What follows belongs to an exercise in optimizing a design on an open flow for small area, a short achievable clock period and few clock cycles per item; a production flow would make more cautious choices. No run shown here included a check of the RTL's function; only the layout flow was run. Power and IR drop assume default switching activity.

## flow/design.v (module list and top-level ports; edited modules follow where they fit)
// module FP16_MAC_pipeline: 1064 lines
module FP16_MAC_pipeline(
    input [15:0]data_k,
    input [15:0]data_x,
    input [15:0]data_b,
    input rst,
    input input_valid,
    input clk,
    input [1:0]opcode,
    output reg [15:0]data_o,
    output reg output_up,
    output reg [1:0]opcode_o
    );
  // ...
==> flow/run.sh <==
#!/bin/bash
# synth_recipe.tcl (not shown) runs the flow's synth.tcl, then flattens the netlist and writes it again
# the make line also repeats each setting of config.mk as NAME=value (left out here)
make -C /OpenROAD-flow-scripts/flow DESIGN_CONFIG=/design/flow/config.mk WORK_HOME=/design/flow/orfs CLKGATE_MAP_FILE= SYNTH_SCRIPT=/design/flow/synth_recipe.tcl finish
==> flow/config.mk <==
export PLATFORM = sky130hd
export DESIGN_NAME = FP16_MAC_pipeline
export DESIGN_NICKNAME = FP16_MAC_pipeline
export VERILOG_FILES = /design/flow/design.v
export SDC_FILE = /design/flow/constraint.sdc
export NUM_CORES = 4
export LEC_CHECK = 0
export CAP_MARGIN = 20
export CORE_MARGIN = 2
export CORE_UTILIZATION = 60
export SETUP_SLACK_MARGIN = 3.5
export SLEW_MARGIN = 20
==> flow/constraint.sdc <==
create_clock -name core_clock -period 6.0 [get_ports {clk}]
set_input_delay 1.2000 -clock core_clock [delete_from_list [all_inputs] [get_ports {clk}]]
set_output_delay 1.2000 -clock core_clock [all_outputs]
set_load 0.01 [all_outputs]
==> run summary, run 1 <==
Worst setup path:
- The startpoint-to-endpoint class of the critical path is reg2reg.
- In this run the critical register-to-register path is launched from pv_r4[22].
- The standard cell with the maximum stage delay on the critical path is a2111oi_1.

Floorplanning:
- The height of the chip is 182.7 µm.
- The flow inserted 402 tap cells.
- In this run the standard cell core region covers 31470 µm².

Pwr:
- Combinational cells account for 49.2% of the total power.
- The sequential power is 4850 µW.
- The highest-power group is combinational cells.
- The clock group power is 2730 µW.
- The maximum VDD drop is 318.9 µV.
- Total power for the finished layout comes to 14910 µW.

Global route:
- The number of global-route vias before repair is 14386.
- For this run, the total global-route usage over all layers was measured as 28.01%.
- The global routing's busiest layer is met2.

Drt:
- The first TritonRoute pass finished after 5 iterations.
- The met1 layer wirelength in the final routing is 19.80 mm.
- The number of DRC markers in iteration 0 is 1102.
- In the routed layout, each cell is associated on average with a via count of 5.938.

Synth:
- The proportion of register bits with asynchronous set or reset after synthesis is 0%.
- The cell type contributing the most total cell area after synthesis is dfxtp_1.
- Of the total synthesized cell area, the portion taken by XOR and XNOR cells is 8.366%.
- The yosys synthesis warning count is 1.
- In this run, synthesis inferred 0 flip-flops with an integrated enable.

Finish:
- The total number of nets in the final design is 2280.
- The design has 402 sequential cells.
- The final non-filler cell area is 23880 µm².
- Measured on the final layout, buffering overhead outside the clock network stands at 8.200%.
- Leaving out filler cells and counting taps, the final layout contains 2520.
- Ranked by total area, the top cell class in this layout is multi-input gates.

Clocking:
- No sink is reached through more buffers than the 3 on the longest clock path.
- The clock net in this run drives a total of 402 sinks.
- The clock root buffer master is clkbuf_16.

STA:
- Setup violations remaining at the end of the flow were counted as 0.
- The shortest clock period the worst path allows after layout is 2.799 ns.
- After routing, the total negative slack on setup checks comes to 0 ns.
- The final setup skew is 0.01830 ns.

Worst hold path:
- The type of the tightest min-delay check is reg2reg.
- The launch instance of the worst min-delay path is sub_r2.

Placement:
- The total instance count after detailed placement is 2309.

Status:
- The run finished with no timing, DRC or antenna violations.
==> run 2, diff against run 1 <==
--- a/flow/design.v
+++ b/flow/design.v
@@ -172,32 +172,32 @@
     wire pp4_2_1;
     wire pp5_0_1;
     wire pp0_11_1;
     wire pp1_9_1;
     wire pp2_7_1;
     wire pp3_5_1;
     wire pp4_3_1;
     wire pp5_1_1;
-    wire ps0_1;
     wire pp1_10_1;
     wire pp2_8_1;
     wire pp3_6_1;
     wire pp4_4_1;
     wire pp5_2_1;
     wire pp1_11_1;
     wire pp2_9_1;
     wire pp3_7_1;
     wire pp4_5_1;
     wire pp5_3_1;
     wire ps1_1;
     wire pp2_10_1;
     wire pp3_8_1;
     wire pp4_6_1;
     wire pp5_4_1;
+    wire ps0_1;
     wire pp2_11_1;
     wire pp3_9_1;
     wire pp4_7_1;
     wire pp5_5_1;
     wire ps2_1;
     wire pp3_10_1;
     wire pp4_8_1;
     wire pp5_6_1;
@@ -290,32 +290,28 @@
     assign pp5_10_1 = ((bo5_r1 & mk_r1[10]) | (bt5_r1 & mk_r1[9])) ^ bn5_r1;
     assign pp5_11_1 = ((bo5_r1 & 1'b0) | (bt5_r1 & mk_r1[10])) ^ bn5_r1;
     wire [6:0] e0_1;
     assign e0_1 = {2'b00, ek_r1} + {2'b00, ex_r1} - 7'd15;
     wire hs1_1;
     wire hc2_1;
     wire hs3_1;
     wire hc4_1;
-    assign hs1_1 = ps0_1 ^ pp1_10_1;
-    assign hc2_1 = ps0_1 & pp1_10_1;
-    assign hs3_1 = pp1_11_1 ^ pp2_9_1;
-    assign hc4_1 = pp1_11_1 & pp2_9_1;
-    wire hs5_1;
-    wire hc6_1;
+    wire fs5_1;
+    wire fc6_1;
     wire hs7_1;
     wire hc8_1;
     wire fs9_1;
     wire fc10_1;
     wire hs11_1;
     wire hc12_1;
     wire fs13_1;
     wire fc14_1;
-    wire hs15_1;
-    wire hc16_1;
+    wire fs15_1;
+    wire fc16_1;
     wire fs17_1;
     wire fc18_1;
     wire fs19_1;
     wire fc20_1;
     wire fs21_1;
     wire fc22_1;
     wire fs23_1;
     wire fc24_1;
@@ -324,70 +320,70 @@
     wire fs27_1;
     wire fc28_1;
     wire fs29_1;
     wire fc30_1;
     wire fs31_1;
     wire fc32_1;
     wire fs33_1;
     wire fc34_1;
-    wire fs35_1;
-    wire fc36_1;
+    wire hs35_1;
+    wire hc36_1;
     wire fs37_1;
     wire fc38_1;
     wire hs39_1;
     wire hc40_1;
-    wire fs41_1;
-    wire fc42_1;
+    assign hs1_1 = pp0_6_1 ^ pp1_4_1;
+    assign hc2_1 = pp0_6_1 & pp1_4_1;
+    assign hs3_1 = pp0_7_1 ^ pp1_5_1;
+    assign hc4_1 = pp0_7_1 & pp1_5_1;
+    assign fs5_1 = pp0_8_1 ^ pp1_6_1 ^ pp2_4_1;
+    assign fc6_1 = (pp0_8_1 & pp1_6_1) | (pp0_8_1 & pp2_4_1) | (pp1_6_1 & pp2_4_1);
+    assign hs7_1 = pp3_2_1 ^ pp4_0_1;
+    assign hc8_1 = pp3_2_1 & pp4_0_1;
+    assign fs9_1 = pp0_9_1 ^ pp1_7_1 ^ pp2_5_1;
+    assign fc10_1 = (pp0_9_1 & pp1_7_1) | (pp0_9_1 & pp2_5_1) | (pp1_7_1 & pp2_5_1);
+    assign hs11_1 = pp3_3_1 ^ pp4_1_1;
+    assign hc12_1 = pp3_3_1 & pp4_1_1;
+    assign fs13_1 = pp0_10_1 ^ pp1_8_1 ^ pp2_6_1;
+    assign fc14_1 = (pp0_10_1 & pp1_8_1) | (pp0_10_1 & pp2_6_1) | (pp1_8_1 & pp2_6_1);
+    assign fs15_1 = pp3_4_1 ^ pp4_2_1 ^ pp5_0_1;
+    assign fc16_1 = (pp3_4_1 & pp4_2_1) | (pp3_4_1 & pp5_0_1) | (pp4_2_1 & pp5_0_1);
+    assign fs17_1 = pp0_11_1 ^ pp1_9_1 ^ pp2_7_1;
+    assign fc18_1 = (pp0_11_1 & pp1_9_1) | (pp0_11_1 & pp2_7_1) | (pp1_9_1 & pp2_7_1);
+    assign fs19_1 = pp3_5_1 ^ pp4_3_1 ^ pp5_1_1;
+    assign fc20_1 = (pp3_5_1 & pp4_3_1) | (pp3_5_1 & pp5_1_1) | (pp4_3_1 & pp5_1_1);
+    assign fs21_1 = pp1_10_1 ^ pp2_8_1 ^ pp3_6_1;
+    assign fc22_1 = (pp1_10_1 & pp2_8_1) | (pp1_10_1 & pp3_6_1) | (pp2_8_1 & pp3_6_1);
+    assign fs23_1 = pp4_4_1 ^ pp5_2_1 ^ bn0_r1;
+    assign fc24_1 = (pp4_4_1 & pp5_2_1) | (pp4_4_1 & bn0_r1) | (pp5_2_1 & bn0_r1);
+    assign fs25_1 = pp1_11_1 ^ pp2_9_1 ^ pp3_7_1;
+    assign fc26_1 = (pp1_11_1 & pp2_9_1) | (pp1_11_1 & pp3_7_1) | (pp2_9_1 & pp3_7_1);
+    assign fs27_1 = pp4_5_1 ^ pp5_3_1 ^ bn0_r1;
+    assign fc28_1 = (pp4_5_1 & pp5_3_1) | (pp4_5_1 & bn0_r1) | (pp5_3_1 & bn0_r1);
+    assign fs29_1 = ps1_1 ^ pp2_10_1 ^ pp3_8_1;
+    assign fc30_1 = (ps1_1 & pp2_10_1) | (ps1_1 & pp3_8_1) | (pp2_10_1 & pp3_8_1);
+    assign fs31_1 = pp4_6_1 ^ pp5_4_1 ^ ps0_1;
+    assign fc32_1 = (pp4_6_1 & pp5_4_1) | (pp4_6_1 & ps0_1) | (pp5_4_1 & ps0_1);
+    assign fs33_1 = pp2_11_1 ^ pp3_9_1 ^ pp4_7_1;
+    assign fc34_1 = (pp2_11_1 & pp3_9_1) | (pp2_11_1 & pp4_7_1) | (pp3_9_1 & pp4_7_1);
+    assign hs35_1 = pp5_5_1 ^ 1'b1;
+    assign hc36_1 = pp5_5_1 & 1'b1;
+    assign fs37_1 = ps2_1 ^ pp3_10_1 ^ pp4_8_1;
+    assign fc38_1 = (ps2_1 & pp3_10_1) | (ps2_1 & pp4_8_1) | (pp3_10_1 & pp4_8_1);
+    assign hs39_1 = pp3_11_1 ^ pp4_9_1;
+    assign hc40_1 = pp3_11_1 & pp4_9_1;
+    wire hs41_1;
+    wire hc42_1;
     wire hs43_1;
     wire hc44_1;
-    assign hs5_1 = pp0_6_1 ^ pp1_4_1;
-    assign hc6_1 = pp0_6_1 & pp1_4_1;
-    assign hs7_1 = pp0_7_1 ^ pp1_5_1;
-    assign hc8_1 = pp0_7_1 & pp1_5_1;
-    assign fs9_1 = pp0_8_1 ^ pp1_6_1 ^ pp2_4_1;
-    assign fc10_1 = (pp0_8_1 & pp1_6_1) | (pp0_8_1 & pp2_4_1) | (pp1_6_1 & pp2_4_1);
-    assign hs11_1 = pp3_2_1 ^ pp4_0_1;
-    assign hc12_1 = pp3_2_1 & pp4_0_1;
-    assign fs13_1 = pp0_9_1 ^ pp1_7_1 ^ pp2_5_1;
-    assign fc14_1 = (pp0_9_1 & pp1_7_1) | (pp0_9_1 & pp2_5_1) | (pp1_7_1 & pp2_5_1);
-    assign hs15_1 = pp3_3_1 ^ pp4_1_1;
-    assign hc16_1 = pp3_3_1 & pp4_1_1;
-    assign fs17_1 = pp0_10_1 ^ pp1_8_1 ^ pp2_6_1;
-    assign fc18_1 = (pp0_10_1 & pp1_8_1) | (pp0_10_1 & pp2_6_1) | (pp1_8_1 & pp2_6_1);
-    assign fs19_1 = pp3_4_1 ^ pp4_2_1 ^ pp5_0_1;
-    assign fc20_1 = (pp3_4_1 & pp4_2_1) | (pp3_4_1 & pp5_0_1) | (pp4_2_1 & pp5_0_1);
-    assign fs21_1 = pp0_11_1 ^ pp1_9_1 ^ pp2_7_1;
-    assign fc22_1 = (pp0_11_1 & pp1_9_1) | (pp0_11_1 & pp2_7_1) | (pp1_9_1 & pp2_7_1);
-    assign fs23_1 = pp3_5_1 ^ pp4_3_1 ^ pp5_1_1;
-    assign fc24_1 = (pp3_5_1 & pp4_3_1) | (pp3_5_1 & pp5_1_1) | (pp4_3_1 & pp5_1_1);
-    assign fs25_1 = pp2_8_1 ^ pp3_6_1 ^ pp4_4_1;
-    assign fc26_1 = (pp2_8_1 & pp3_6_1) | (pp2_8_1 & pp4_4_1) | (pp3_6_1 & pp4_4_1);
-    assign fs27_1 = pp5_2_1 ^ 1'b1 ^ hs1_1;
-    assign fc28_1 = (pp5_2_1 & 1'b1) | (pp5_2_1 & hs1_1) | (1'b1 & hs1_1);
-    assign fs29_1 = pp3_7_1 ^ pp4_5_1 ^ pp5_3_1;
-    assign fc30_1 = (pp3_7_1 & pp4_5_1) | (pp3_7_1 & pp5_3_1) | (pp4_5_1 & pp5_3_1);
-    assign fs31_1 = 1'b1 ^ hs3_1 ^ hc2_1;
-    assign fc32_1 = (1'b1 & hs3_1) | (1'b1 & hc2_1) | (hs3_1 & hc2_1);
-    assign fs33_1 = ps1_1 ^ pp2_10_1 ^ pp3_8_1;
-    assign fc34_1 = (ps1_1 & pp2_10_1) | (ps1_1 & pp3_8_1) | (pp2_10_1 & pp3_8_1);
-    assign fs35_1 = pp4_6_1 ^ pp5_4_1 ^ hc4_1;
-    assign fc36_1 = (pp4_6_1 & pp5_4_1) | (pp4_6_1 & hc4_1) | (pp5_4_1 & hc4_1);
-    assign fs37_1 = pp2_11_1 ^ pp3_9_1 ^ pp4_7_1;
-    assign fc38_1 = (pp2_11_1 & pp3_9_1) | (pp2_11_1 & pp4_7_1) | (pp3_9_1 & pp4_7_1);
-    assign hs39_1 = pp5_5_1 ^ 1'b1;
-    assign hc40_1 = pp5_5_1 & 1'b1;
-    assign fs41_1 = ps2_1 ^ pp3_10_1 ^ pp4_8_1;
-    assign fc42_1 = (ps2_1 & pp3_10_1) | (ps2_1 & pp4_8_1) | (pp3_10_1 & pp4_8_1);
-    assign hs43_1 = pp3_11_1 ^ pp4_9_1;
-    assign hc44_1 = pp3_11_1 & pp4_9_1;
-    wire hs45_1;
-    wire hc46_1;
-    wire hs47_1;
-    wire hc48_1;
+    wire fs45_1;
+    wire fc46_1;
+    wire fs47_1;
+    wire fc48_1;
     wire fs49_1;
     wire fc50_1;
     wire fs51_1;
     wire fc52_1;
     wire fs53_1;
     wire fc54_1;
     wire fs55_1;
     wire fc56_1;
@@ -400,58 +396,58 @@
     wire fs63_1;
     wire fc64_1;
     wire fs65_1;
     wire fc66_1;
     wire fs67_1;
     wire fc68_1;
     wire fs69_1;
     wire fc70_1;
-    wire fs71_1;
-    wire fc72_1;
-    wire fs73_1;
-    wire fc74_1;
+    wire hs71_1;
+    wire hc72_1;
+    assign hs41_1 = pp0_4_1 ^ pp1_2_1;
+    assign hc42_1 = pp0_4_1 & pp1_2_1;
+    assign hs43_1 = pp0_5_1 ^ pp1_3_1;
+    assign hc44_1 = pp0_5_1 & pp1_3_1;
+    assign fs45_1 = pp2_2_1 ^ pp3_0_1 ^ bn3_r1;
+    assign fc46_1 = (pp2_2_1 & pp3_0_1) | (pp2_2_1 & bn3_r1) | (pp3_0_1 & bn3_r1);
+    assign fs47_1 = pp2_3_1 ^ pp3_1_1 ^ hs3_1;
+    assign fc48_1 = (pp2_3_1 & pp3_1_1) | (pp2_3_1 & hs3_1) | (pp3_1_1 & hs3_1);
+    assign fs49_1 = bn4_r1 ^ fs5_1 ^ hs7_1;
+    assign fc50_1 = (bn4_r1 & fs5_1) | (bn4_r1 & hs7_1) | (fs5_1 & hs7_1);
+    assign fs51_1 = fs9_1 ^ hs11_1 ^ fc6_1;
+    assign fc52_1 = (fs9_1 & hs11_1) | (fs9_1 & fc6_1) | (hs11_1 & fc6_1);
+    assign fs53_1 = fs13_1 ^ fs15_1 ^ fc10_1;
+    assign fc54_1 = (fs13_1 & fs15_1) | (fs13_1 & fc10_1) | (fs15_1 & fc10_1);
+    assign fs55_1 = fs17_1 ^ fs19_1 ^ fc14_1;
+    assign fc56_1 = (fs17_1 & fs19_1) | (fs17_1 & fc14_1) | (fs19_1 & fc14_1);
+    assign fs57_1 = fs21_1 ^ fs23_1 ^ fc18_1;
+    assign fc58_1 = (fs21_1 & fs23_1) | (fs21_1 & fc18_1) | (fs23_1 & fc18_1);
+    assign fs59_1 = fs25_1 ^ fs27_1 ^ fc22_1;
+    assign fc60_1 = (fs25_1 & fs27_1) | (fs25_1 & fc22_1) | (fs27_1 & fc22_1);
+    assign fs61_1 = fs29_1 ^ fs31_1 ^ fc26_1;
+    assign fc62_1 = (fs29_1 & fs31_1) | (fs29_1 & fc26_1) | (fs31_1 & fc26_1);
+    assign fs63_1 = fs33_1 ^ hs35_1 ^ fc30_1;
+    assign fc64_1 = (fs33_1 & hs35_1) | (fs33_1 & fc30_1) | (hs35_1 & fc30_1);
+    assign fs65_1 = pp5_6_1 ^ fs37_1 ^ fc34_1;
+    assign fc66_1 = (pp5_6_1 & fs37_1) | (pp5_6_1 & fc34_1) | (fs37_1 & fc34_1);
+    assign fs67_1 = pp5_7_1 ^ 1'b1 ^ hs39_1;
+    assign fc68_1 = (pp5_7_1 & 1'b1) | (pp5_7_1 & hs39_1) | (1'b1 & hs39_1);
+    assign fs69_1 = ps3_1 ^ pp4_10_1 ^ pp5_8_1;
+    assign fc70_1 = (ps3_1 & pp4_10_1) | (ps3_1 & pp5_8_1) | (pp4_10_1 & pp5_8_1);
+    assign hs71_1 = pp4_11_1 ^ pp5_9_1;
+    assign hc72_1 = pp4_11_1 & pp5_9_1;
+    wire hs73_1;
+    wire hc74_1;
     wire hs75_1;
     wire hc76_1;
-    assign hs45_1 = pp0_4_1 ^ pp1_2_1;
-    assign hc46_1 = pp0_4_1 & pp1_2_1;
-    assign hs47_1 = pp0_5_1 ^ pp1_3_1;
-    assign hc48_1 = pp0_5_1 & pp1_3_1;
-    assign fs49_1 = pp2_2_1 ^ pp3_0_1 ^ bn3_r1;
-    assign fc50_1 = (pp2_2_1 & pp3_0_1) | (pp2_2_1 & bn3_r1) | (pp3_0_1 & bn3_r1);
-    assign fs51_1 = pp2_3_1 ^ pp3_1_1 ^ hs7_1;
-    assign fc52_1 = (pp2_3_1 & pp3_1_1) | (pp2_3_1 & hs7_1) | (pp3_1_1 & hs7_1);
-    assign fs53_1 = bn4_r1 ^ fs9_1 ^ hs11_1;
-    assign fc54_1 = (bn4_r1 & fs9_1) | (bn4_r1 & hs11_1) | (fs9_1 & hs11_1);
-    assign fs55_1 = fs13_1 ^ hs15_1 ^ fc10_1;
-    assign fc56_1 = (fs13_1 & hs15_1) | (fs13_1 & fc10_1) | (hs15_1 & fc10_1);
-    assign fs57_1 = fs17_1 ^ fs19_1 ^ fc14_1;
-    assign fc58_1 = (fs17_1 & fs19_1) | (fs17_1 & fc14_1) | (fs19_1 & fc14_1);
-    assign fs59_1 = fs21_1 ^ fs23_1 ^ fc18_1;
-    assign fc60_1 = (fs21_1 & fs23_1) | (fs21_1 & fc18_1) | (fs23_1 & fc18_1);
-    assign fs61_1 = fs25_1 ^ fs27_1 ^ fc22_1;
-    assign fc62_1 = (fs25_1 & fs27_1) | (fs25_1 & fc22_1) | (fs27_1 & fc22_1);
-    assign fs63_1 = fs29_1 ^ fs31_1 ^ fc26_1;
-    assign fc64_1 = (fs29_1 & fs31_1) | (fs29_1 & fc26_1) | (fs31_1 & fc26_1);
-    assign fs65_1 = fs33_1 ^ fs35_1 ^ fc30_1;
-    assign fc66_1 = (fs33_1 & fs35_1) | (fs33_1 & fc30_1) | (fs35_1 & fc30_1);
-    assign fs67_1 = fs37_1 ^ hs39_1 ^ fc34_1;
-    assign fc68_1 = (fs37_1 & hs39_1) | (fs37_1 & fc34_1) | (hs39_1 & fc34_1);
-    assign fs69_1 = pp5_6_1 ^ fs41_1 ^ fc38_1;
-    assign fc70_1 = (pp5_6_1 & fs41_1) | (pp5_6_1 & fc38_1) | (fs41_1 & fc38_1);
-    assign fs71_1 = pp5_7_1 ^ 1'b1 ^ hs43_1;
-    assign fc72_1 = (pp5_7_1 & 1'b1) | (pp5_7_1 & hs43_1) | (1'b1 & hs43_1);
-    assign fs73_1 = ps3_1 ^ pp4_10_1 ^ pp5_8_1;
-    assign fc74_1 = (ps3_1 & pp4_10_1) | (ps3_1 & pp5_8_1) | (pp4_10_1 & pp5_8_1);
-    assign hs75_1 = pp4_11_1 ^ pp5_9_1;
-    assign hc76_1 = pp4_11_1 & pp5_9_1;
-    wire hs77_1;
-    wire hc78_1;
-    wire hs79_1;
-    wire hc80_1;
+    wire fs77_1;
+    wire fc78_1;
+    wire fs79_1;
+    wire fc80_1;
     wire fs81_1;
     wire fc82_1;
     wire fs83_1;
     wire fc84_1;
     wire fs85_1;
     wire fc86_1;
     wire fs87_1;
     wire fc88_1;
@@ -472,105 +468,101 @@
     wire fs103_1;
     wire fc104_1;
     wire fs105_1;
     wire fc106_1;
     wire fs107_1;
     wire fc108_1;
     wire fs109_1;
     wire fc110_1;
-    wire fs111_1;
-    wire fc112_1;
-    wire fs113_1;
-    wire fc114_1;
-    wire hs115_1;
-    wire hc116_1;
-    assign hs77_1 = pp0_2_1 ^ pp1_0_1;
-    assign hc78_1 = pp0_2_1 & pp1_0_1;
-    assign hs79_1 = pp0_3_1 ^ pp1_1_1;
-    assign hc80_1 = pp0_3_1 & pp1_1_1;
-    assign fs81_1 = pp2_0_1 ^ bn2_r1 ^ hs45_1;
-    assign fc82_1 = (pp2_0_1 & bn2_r1) | (pp2_0_1 & hs45_1) | (bn2_r1 & hs45_1);
-    assign fs83_1 = pp2_1_1 ^ hs47_1 ^ hc46_1;
-    assign fc84_1 = (pp2_1_1 & hs47_1) | (pp2_1_1 & hc46_1) | (hs47_1 & hc46_1);
-    assign fs85_1 = hs5_1 ^ fs49_1 ^ hc48_1;
-    assign fc86_1 = (hs5_1 & fs49_1) | (hs5_1 & hc48_1) | (fs49_1 & hc48_1);
-    assign fs87_1 = hc6_1 ^ fs51_1 ^ fc50_1;
-    assign fc88_1 = (hc6_1 & fs51_1) | (hc6_1 & fc50_1) | (fs51_1 & fc50_1);
-    assign fs89_1 = hc8_1 ^ fs53_1 ^ fc52_1;
-    assign fc90_1 = (hc8_1 & fs53_1) | (hc8_1 & fc52_1) | (fs53_1 & fc52_1);
-    assign fs91_1 = hc12_1 ^ fs55_1 ^ fc54_1;
-    assign fc92_1 = (hc12_1 & fs55_1) | (hc12_1 & fc54_1) | (fs55_1 & fc54_1);
-    assign fs93_1 = hc16_1 ^ fs57_1 ^ fc56_1;
-    assign fc94_1 = (hc16_1 & fs57_1) | (hc16_1 & fc56_1) | (fs57_1 & fc56_1);
-    assign fs95_1 = fc20_1 ^ fs59_1 ^ fc58_1;
-    assign fc96_1 = (fc20_1 & fs59_1) | (fc20_1 & fc58_1) | (fs59_1 & fc58_1);
-    assign fs97_1 = fc24_1 ^ fs61_1 ^ fc60_1;
-    assign fc98_1 = (fc24_1 & fs61_1) | (fc24_1 & fc60_1) | (fs61_1 & fc60_1);
-    assign fs99_1 = fc28_1 ^ fs63_1 ^ fc62_1;
-    assign fc100_1 = (fc28_1 & fs63_1) | (fc28_1 & fc62_1) | (fs63_1 & fc62_1);
-    assign fs101_1 = fc32_1 ^ fs65_1 ^ fc64_1;
-    assign fc102_1 = (fc32_1 & fs65_1) | (fc32_1 & fc64_1) | (fs65_1 & fc64_1);
-    assign fs103_1 = fc36_1 ^ fs67_1 ^ fc66_1;
-    assign fc104_1 = (fc36_1 & fs67_1) | (fc36_1 & fc66_1) | (fs67_1 & fc66_1);
+    wire hs111_1;
+    wire hc112_1;
+    assign hs73_1 = pp0_2_1 ^ pp1_0_1;
+    assign hc74_1 = pp0_2_1 & pp1_0_1;
+    assign hs75_1 = pp0_3_1 ^ pp1_1_1;
+    assign hc76_1 = pp0_3_1 & pp1_1_1;
+    assign fs77_1 = pp2_0_1 ^ bn2_r1 ^ hs41_1;
+    assign fc78_1 = (pp2_0_1 & bn2_r1) | (pp2_0_1 & hs41_1) | (bn2_r1 & hs41_1);
+    assign fs79_1 = pp2_1_1 ^ hs43_1 ^ hc42_1;
+    assign fc80_1 = (pp2_1_1 & hs43_1) | (pp2_1_1 & hc42_1) | (hs43_1 & hc42_1);
+    assign fs81_1 = hs1_1 ^ fs45_1 ^ hc44_1;
+    assign fc82_1 = (hs1_1 & fs45_1) | (hs1_1 & hc44_1) | (fs45_1 & hc44_1);
+    assign fs83_1 = hc2_1 ^ fs47_1 ^ fc46_1;
+    assign fc84_1 = (hc2_1 & fs47_1) | (hc2_1 & fc46_1) | (fs47_1 & fc46_1);
+    assign fs85_1 = hc4_1 ^ fs49_1 ^ fc48_1;
+    assign fc86_1 = (hc4_1 & fs49_1) | (hc4_1 & fc48_1) | (fs49_1 & fc48_1);
+    assign fs87_1 = hc8_1 ^ fs51_1 ^ fc50_1;
+    assign fc88_1 = (hc8_1 & fs51_1) | (hc8_1 & fc50_1) | (fs51_1 & fc50_1);
+    assign fs89_1 = hc12_1 ^ fs53_1 ^ fc52_1;
+    assign fc90_1 = (hc12_1 & fs53_1) | (hc12_1 & fc52_1) | (fs53_1 & fc52_1);
+    assign fs91_1 = fc16_1 ^ fs55_1 ^ fc54_1;
+    assign fc92_1 = (fc16_1 & fs55_1) | (fc16_1 & fc54_1) | (fs55_1 & fc54_1);
+    assign fs93_1 = fc20_1 ^ fs57_1 ^ fc56_1;
+    assign fc94_1 = (fc20_1 & fs57_1) | (fc20_1 & fc56_1) | (fs57_1 & fc56_1);
+    assign fs95_1 = fc24_1 ^ fs59_1 ^ fc58_1;
+    assign fc96_1 = (fc24_1 & fs59_1) | (fc24_1 & fc58_1) | (fs59_1 & fc58_1);
+    assign fs97_1 = fc28_1 ^ fs61_1 ^ fc60_1;
+    assign fc98_1 = (fc28_1 & fs61_1) | (fc28_1 & fc60_1) | (fs61_1 & fc60_1);
+    assign fs99_1 = fc32_1 ^ fs63_1 ^ fc62_1;
+    assign fc100_1 = (fc32_1 & fs63_1) | (fc32_1 & fc62_1) | (fs63_1 & fc62_1);
+    assign fs101_1 = hc36_1 ^ fs65_1 ^ fc64_1;
+    assign fc102_1 = (hc36_1 & fs65_1) | (hc36_1 & fc64_1) | (fs65_1 & fc64_1);
+    assign fs103_1 = fc38_1 ^ fs67_1 ^ fc66_1;
+    assign fc104_1 = (fc38_1 & fs67_1) | (fc38_1 & fc66_1) | (fs67_1 & fc66_1);
     assign fs105_1 = hc40_1 ^ fs69_1 ^ fc68_1;
     assign fc106_1 = (hc40_1 & fs69_1) | (hc40_1 & fc68_1) | (fs69_1 & fc68_1);
-    assign fs107_1 = fc42_1 ^ fs71_1 ^ fc70_1;
-    assign fc108_1 = (fc42_1 & fs71_1) | (fc42_1 & fc70_1) | (fs71_1 & fc70_1);
-    assign fs109_1 = hc44_1 ^ fs73_1 ^ fc72_1;
-    assign fc110_1 = (hc44_1 & fs73_1) | (hc44_1 & fc72_1) | (fs73_1 & fc72_1);
-    assign fs111_1 = 1'b1 ^ hs75_1 ^ fc74_1;
-    assign fc112_1 = (1'b1 & hs75_1) | (1'b1 & fc74_1) | (hs75_1 & fc74_1);
-    assign fs113_1 = ps4_1 ^ pp5_10_1 ^ hc76_1;
-    assign fc114_1 = (ps4_1 & pp5_10_1) | (ps4_1 & hc76_1) | (pp5_10_1 & hc76_1);
-    assign hs115_1 = pp5_11_1 ^ 1'b1;
-    assign hc116_1 = pp5_11_1 & 1'b1;
+    assign fs107_1 = 1'b1 ^ hs71_1 ^ fc70_1;
+    assign fc108_1 = (1'b1 & hs71_1) | (1'b1 & fc70_1) | (hs71_1 & fc70_1);
+    assign fs109_1 = ps4_1 ^ pp5_10_1 ^ hc72_1;
+    assign fc110_1 = (ps4_1 & pp5_10_1) | (ps4_1 & hc72_1) | (pp5_10_1 & hc72_1);
+    assign hs111_1 = pp5_11_1 ^ 1'b1;
+    assign hc112_1 = pp5_11_1 & 1'b1;
     reg bn0_r2;
     reg bn1_r2;
     reg [6:0] e0_r2;
     reg [4:0] eb_r2;
     reg fc100_r2;
     reg fc102_r2;
     reg fc104_r2;
     reg fc106_r2;
     reg fc108_r2;
     reg fc110_r2;
-    reg fc112_r2;
-    reg fc114_r2;
+    reg fc78_r2;
+    reg fc80_r2;
     reg fc82_r2;
     reg fc84_r2;
     reg fc86_r2;
     reg fc88_r2;
     reg fc90_r2;
     reg fc92_r2;
     reg fc94_r2;
     reg fc96_r2;
     reg fc98_r2;
     reg fs101_r2;
     reg fs103_r2;
     reg fs105_r2;
     reg fs107_r2;
     reg fs109_r2;
-    reg fs111_r2;
-    reg fs113_r2;
+    reg fs77_r2;
+    reg fs79_r2;
     reg fs81_r2;
     reg fs83_r2;
     reg fs85_r2;
     reg fs87_r2;
     reg fs89_r2;
     reg fs91_r2;
     reg fs93_r2;
     reg fs95_r2;
     reg fs97_r2;
     reg fs99_r2;
-    reg hc78_r2;
-    reg hc80_r2;
-    reg hs115_r2;
-    reg hs77_r2;
-    reg hs79_r2;
+    reg hc74_r2;
+    reg hc76_r2;
+    reg hs111_r2;
+    reg hs73_r2;
+    reg hs75_r2;
     reg [10:0] mb_r2;
     reg [1:0] op_r2;
     reg pp0_0_r2;
     reg pp0_1_r2;
     reg sb_r2;
     reg sp_r2;
     reg sub_r2;
     reg v_r2;
@@ -580,60 +572,60 @@
         e0_r2 <= e0_1;
         eb_r2 <= eb_r1;
         fc100_r2 <= fc100_1;
         fc102_r2 <= fc102_1;
         fc104_r2 <= fc104_1;
         fc106_r2 <= fc106_1;
         fc108_r2 <= fc108_1;
         fc110_r2 <= fc110_1;
-        fc112_r2 <= fc112_1;
-        fc114_r2 <= fc114_1;
+        fc78_r2 <= fc78_1;
+        fc80_r2 <= fc80_1;
         fc82_r2 <= fc82_1;
         fc84_r2 <= fc84_1;
         fc86_r2 <= fc86_1;
         fc88_r2 <= fc88_1;
         fc90_r2 <= fc90_1;
         fc92_r2 <= fc92_1;
         fc94_r2 <= fc94_1;
         fc96_r2 <= fc96_1;
         fc98_r2 <= fc98_1;
         fs101_r2 <= fs101_1;
         fs103_r2 <= fs103_1;
         fs105_r2 <= fs105_1;
         fs107_r2 <= fs107_1;
         fs109_r2 <= fs109_1;
-        fs111_r2 <= fs111_1;
-        fs113_r2 <= fs113_1;
+        fs77_r2 <= fs77_1;
+        fs79_r2 <= fs79_1;
         fs81_r2 <= fs81_1;
         fs83_r2 <= fs83_1;
         fs85_r2 <= fs85_1;
         fs87_r2 <= fs87_1;
         fs89_r2 <= fs89_1;
         fs91_r2 <= fs91_1;
         fs93_r2 <= fs93_1;
         fs95_r2 <= fs95_1;
         fs97_r2 <= fs97_1;
         fs99_r2 <= fs99_1;
-        hc78_r2 <= hc78_1;
-        hc80_r2 <= hc80_1;
-        hs115_r2 <= hs115_1;
-        hs77_r2 <= hs77_1;
-        hs79_r2 <= hs79_1;
+        hc74_r2 <= hc74_1;
+        hc76_r2 <= hc76_1;
+        hs111_r2 <= hs111_1;
+        hs73_r2 <= hs73_1;
+        hs75_r2 <= hs75_1;
         mb_r2 <= mb_r1;
         op_r2 <= op_r1;
         pp0_0_r2 <= pp0_0_1;
         pp0_1_r2 <= pp0_1_1;
         sb_r2 <= sb_r1;
         sp_r2 <= sp_r1;
         sub_r2 <= sub_r1;
         v_r2 <= v_r1 & ~rst;
     end
     wire [21:0] p_2;
-    assign p_2 = {hs115_r2, fs113_r2, fs111_r2, fs109_r2, fs107_r2, fs105_r2, fs103_r2, fs101_r2, fs99_r2, fs97_r2, fs95_r2, fs93_r2, fs91_r2, fs89_r2, fs87_r2, fs85_r2, fs83_r2, fs81_r2, hs79_r2, bn1_r2, pp0_1_r2, pp0_0_r2} + {fc114_r2, fc112_r2, fc110_r2, fc108_r2, fc106_r2, fc104_r2, fc102_r2, fc100_r2, fc98_r2, fc96_r2, fc94_r2, fc92_r2, fc90_r2, fc88_r2, fc86_r2, fc84_r2, fc82_r2, hc80_r2, hc78_r2, hs77_r2, 1'b0, bn0_r2};
+    assign p_2 = {hs111_r2, fs109_r2, fs107_r2, fs105_r2, fs103_r2, fs101_r2, fs99_r2, fs97_r2, fs95_r2, fs93_r2, fs91_r2, fs89_r2, fs87_r2, fs85_r2, fs83_r2, fs81_r2, fs79_r2, fs77_r2, hs75_r2, bn1_r2, pp0_1_r2, pp0_0_r2} + {fc110_r2, fc108_r2, fc106_r2, fc104_r2, fc102_r2, fc100_r2, fc98_r2, fc96_r2, fc94_r2, fc92_r2, fc90_r2, fc88_r2, fc86_r2, fc84_r2, fc82_r2, fc80_r2, fc78_r2, hc76_r2, hc74_r2, hs73_r2, 1'b0, bn0_r2};
     wire [6:0] dd_2;
     wire [4:0] ad_2;
     wire dpos_2;
     wire dz_2;
     wire bA_2;
     wire eA_2;
     wire bB_2;
     wire eB_2;
==> run summary, run 2 <==
Floorplanning:
- The die area is 33020 µm² (was 33380 µm²).
- The chip width is 181.7 µm (was 182.7 µm).
- The number of top-level pins is 72 (unchanged).
- The core area is 31310 µm² (was 31470 µm²).
- The initial core utilization was 60.52% (was 60.87%).
- The site row count is 65 (unchanged).
- The height of the chip is 181.7 µm (was 182.7 µm).

Synth:
- The adder and majority gate portion of the synthesized area was 10.92% (was 10.85%).
- The number of synthesized flops with an enable pin is 0 (unchanged).
- The synthesized area per cell is 9.879 µm² (was 9.845 µm²).
- The proportion of register bits with asynchronous set or reset after synthesis is 0% (unchanged).
- The mux cell area share after synthesis came to 6.491% (was 6.524%).
- The yosys synthesis warning count is 1 (unchanged).
- The synthesized-area fraction occupied by ao, oa, aoi and oai cells is 15.09% (was 14.84%).
- The mapped cell area came to 18950 µm² (was 19160 µm²).
- The sequential cell area fraction in the yosys report is 42.47% (was 42.01%).
- The number of instances in the synthesized netlist came to 1918 (was 1946).
- The number of distinct library cells after synthesis is 87 (was 94).
- The fraction of the mapped netlist area in simple logic gates is 12.45% (was 12.28%).
- Commonest cells in the netlist: dfxtp_1, nand2_1, a21oi_1 (was dfxtp_1, nand2_1, xnor2_1).
- The number of storage elements in the synthesis netlist is 402 (unchanged).
- The area share of the leading cell type in the synthesized netlist is 42.47% (was 42.01%).
- The flip-flop cell with the highest count after synthesis was dfxtp_1 (unchanged).
- The share of the synthesized netlist area taken by xor and xnor gates came to 8.135% (was 8.366%).
- The most repeated cell in the gate-level netlist after synthesis is dfxtp_1 (unchanged).
- The post-synth net total is 2110 (was 2140).
- The cell type contributing the most total cell area after synthesis was dfxtp_1 (unchanged).
- Dominant cells by area after synthesis: dfxtp_1, ha_1, xnor2_1, fa_1, mux2i_1 (unchanged).
- The largest family of logic cells by synthesized area was compound AO/OA/AOI/OAI gates (unchanged).

Pwr:
- The sum of internal, switching and leakage power is 13800 µW (was 14910 µW).
- The standby leakage power is 0.009512 µW (was 0.009836 µW).
- The power density over cell area was 600.0 nW/µm² (was 624.2 nW/µm²).
- The maximum VDD drop is 333.2 µV (was 318.9 µV).

STA:
- Unrepaired setup endpoints after global routing: yes (unchanged).
- The total negative slack for setup checks was 0 ns (unchanged).
- The maximum operating frequency is 389.5 MHz (was 357.3 MHz).
- The worst setup margin was 3.433 ns (was 3.201 ns).
- The headroom to the max-slew limit came to 37.64% (was 33.50%).
- The shortest clock period the worst path allows after layout is 2.567 ns (was 2.799 ns).
- The ratio of final minimum period to clock period is 42.79% (was 46.65%).
- The worst hold margin was 0.3229 ns (was 0.3214 ns).
- The transition time of the tightest slew-check pin was 0.9353 ns (was 0.9961 ns).
- The final setup skew is 0.01881 ns (was 0.01830 ns).
- The final max-slew violation count was 0 (unchanged).
- The number of hold violations in the final report came to 0 (unchanged).
- The final-report setup violation count came to 0 (unchanged).

Job:
- The total of max-cap violations was 0 (unchanged).

Worst setup path:
- The cell with the most instances on the worst path is fa_2 (was buf_4).
- The worst path buffer plus inverter count is 2 (was 3).
- The data required time of the worst path is 6.48 ns (was 6.39 ns).
- The worst reg2reg path endpoint is fs87_r2 (was a_r5[27]).
- The family of cells with the greatest summed delay on the critical path was adder cells (was compound AO/OA/AOI/OAI gates).
- The startpoint-to-endpoint class of the critical path is reg2reg (unchanged).
- The start of the worst register-to-register path is mk_r1[5] (was pv_r4[22]).
- Ordered list of cells on the worst path: buf_2 > a22oi_1 > xnor2_1 > fa_1 > fa_2 > inv_1 > fa_2 (was buf_4 > a21oi_1 > o21ai_1 > a221oi_4 > a31o_4 > a21o_4 > buf_12 > nand2_4 > buf_4 > a2111oi_1).
- The signal arrival time at the worst endpoint is 3.05 ns (was 3.19 ns).
- The standard cell with the maximum stage delay on the critical path is fa_2 (was a2111oi_1).
- The maximum single-stage delay on the critical path is 0.55 ns (was 0.58 ns).
- The kind of start point of the critical path is a flop (unchanged).
- The worst-case register-to-register setup slack is 3.43 ns (was 3.20 ns).
- The worst-path maximum fanout was 7 (was 6).
- The cell depth of the worst flop-to-flop path is 7 (was 10).
- The critical path endpoint category is a flop (unchanged).

Global route:
- The global-route total usage across every layer came to 28.19% (was 28.01%).
- The total grt overflow came to 0 (unchanged).
- The number of antenna violations at the first check in global routing is 0 (unchanged).
- The wire length of the first global-routing pass is 74.56 mm (was 74.65 mm).
- The largest net degree at the start of global routing came to 36 (was 42).
- The number of global-route vias before repair is 14382 (was 14386).

Drt:
- The wire length per cell after detailed routing is 19.54 µm (was 19.63 µm).
- The number of routed nets with antenna violations is 0 (unchanged).
- The first-pass iteration count of the detailed router came to 5 (unchanged).
- The number of DRC markers in iteration 0 is 981 (was 1102).
- The routed via count is 14589 (was 14965).
- The DRC violation count after routing was 0 (unchanged).
- The wire length after detailed routing is 48.02 mm (was 49.48 mm).
- The mean number of vias per cell is 5.938 (about the same).

Clocking:
- The number of buffers added by the clock tree synthesis step came to 41 (was 42).
- The depth of the CTS H-tree is 2 (unchanged).
- The clock insertion delay at the later pin of the skew report is 0.54 ns (was 0.56 ns).
- The maximum clock insertion buffer count is 3 (unchanged).
- The clock root buffer master is clkbuf_16 (unchanged).
- The clock slew seen by the registers of the worst setup and hold paths is 0.06 ns (about the same).
- The CTS tree is done (unchanged).
- The CTS sink count is 402 (unchanged).

Finish:
- The count of placed standard cells in the final layout, fillers left out came to 2457 (was 2520).
- The fraction of layout instances using a drive strength above 1 was 20.00% (was 24.83%).
- The synthesis-to-layout area growth was 21.36% (was 24.64%).
- The number of antenna repair diodes is 0 (unchanged).
- The total number of nets in the final design was 2215 (was 2280).
- The final-layout fill cell count came to 2214 (was 2071).
- The most common cell after layout, fill and taps aside is dfxtp_1 (unchanged).
- Top flop regs: a_r5: 34 flops, a_r6: 34 flops, pv_r4: 33 flops (unchanged).
- Commonest non-fill, non-tap cells in the layout: dfxtp_1, nand2_1, xnor2_1 (unchanged).

Worst hold path:
- The endpoint of the worst hold path was a_r6[4] (was sub_r3).
- The type of the tightest min-delay check is reg2reg (unchanged).
- The launch instance of the worst min-delay path is a_r5[4] (was sub_r2).
- The worst hold path depth is 0 (unchanged).

Placement:
- The total instance count after detailed placement is 2290 (was 2309).
- The final HPWL from detailed placement is 33.87 mm (was 33.27 mm).
- The pre-CTS setup slack is 2.758 ns (was 2.470 ns).
- The number of buffer cells added on primary ports is 71 (unchanged).
- The last weighted congestion value of the routability-driven placer is 0.9048 (was 0.9304).

Status:
- Run status: no timing/DRC/antenna violations (unchanged).
==> run 2: routing by layer <==
layer,GRT usage [%],vias up,routed length (µm)
met3,3.450,167,2375
met5,0,-,0
met1,32.06,6941,18440
met4,11.25,0,2169
met2,53.43,524,25030
li1,-,6957,-
==> run 2: worst max path at each step <==
stage                     slack [ns]  cells after the start         to      from
after detailed placement        2.76                      8  pv_r4[17]  ad_r3[1]
after floorplan                 3.50                      6    fs87_r2    bn1_r1
after global placement          2.78                      9  pv_r4[11]  p_r3[21]
after CTS                       3.43                     10  pv_r4[17]     dz_r3
final                           3.43                      7    fs87_r2  mk_r1[5]
after global routing            3.33                      9  pv_r4[12]     dz_r3
==> run 2: where the power goes <==
part	leakage [µW]	internal [µW]	switching, µW	total, µW
clock network	0.000697	1570	1070	2640
registers	0.00339	3690	1060	4750
logic	0.00542	2980	3440	6410
total	0.00951	8240	5560	13800
==> run 2: logic make-up (layout without fill, tap and decap cells) <==
family	after synthesis	count (layout)
muxes	92	92
buffers and inverters	214	346
DFF	402	402
adders and majority gates	139	139
and+or+nand+nor	472	473
xor gates and xnor gates	176	176
AOI/OAI and AO/OA	423	427
==> run 2: area by class of cell <==
| cell class | instances | area (µm²) | area share [%] |
|---|---|---|---|
| timing repair buffer | 163 | 1516 | 6.594 |
| multi-input combinational | 1307 | 10930 | 47.53 |
| clock inverter | 17 | 230.2 | 1.001 |
| clock buffer | 58 | 1191 | 5.180 |
| tap | 402 | 503.0 | 2.187 |
| sequential | 402 | 8202 | 35.67 |
| inverter | 108 | 422.9 | 1.839 |
==> run 2: repair_timing <==
| item | 4_1_cts | 5_1_grt |
|---|---|---|
| cloned | 5 | 2 |
| setup buffers | 42 | 43 |
| pin swaps | 48 | 65 |
| setup endpoints to repair | 153 | 104 |
| resized for setup | 176 | 123 |
| hold buffers | 0 | 0 |
==> run 2: metrics by stage <==
| stage | util [%] | area, µm² |
|---|---|---|
| floorplan | - | 19050 |
| global route | 73.44 | 23000 |
| detailed placement | 63.34 | 19830 |
| CTS | 70.77 | 22160 |
| finish | 73.44 | 23000 |
| global placement | 63.34 | 19830 |

## separate check: timing with driven ports
How much do the figures lean on ideal ports? The routed layouts below were timed once more, with nothing changed but the port constraints.
Step 1 assumes that a clkbuf_16 drives the clock port and a buf_2 every other input.
Step 2 adds t to the input delays and takes it off the output delays; t is the mean of the earliest and latest rising clock arrival at the registers after step 1. Input paths then give back, and output paths get back, about the clock's delay inside the block.
Three values: ideal, step 1, step 2; two values: the first two.
| run | shift t [ns] | setup WS [ns] | latest minus earliest clock arrival (ns) |
|---|---|---|---|
| run 1 | 0.599 | 3.201 / 3.201 / 3.132 | 0.021 / 0.020 |
| run 2 | 0.589 | 3.433 / 3.433 / 2.939 | 0.021 / 0.021 |
After both steps setup and hold are still met in every run listed. For run 2, which loses most, drivers alone change the setup slack by 0.000 ns; drivers and shift together by -0.494 ns.
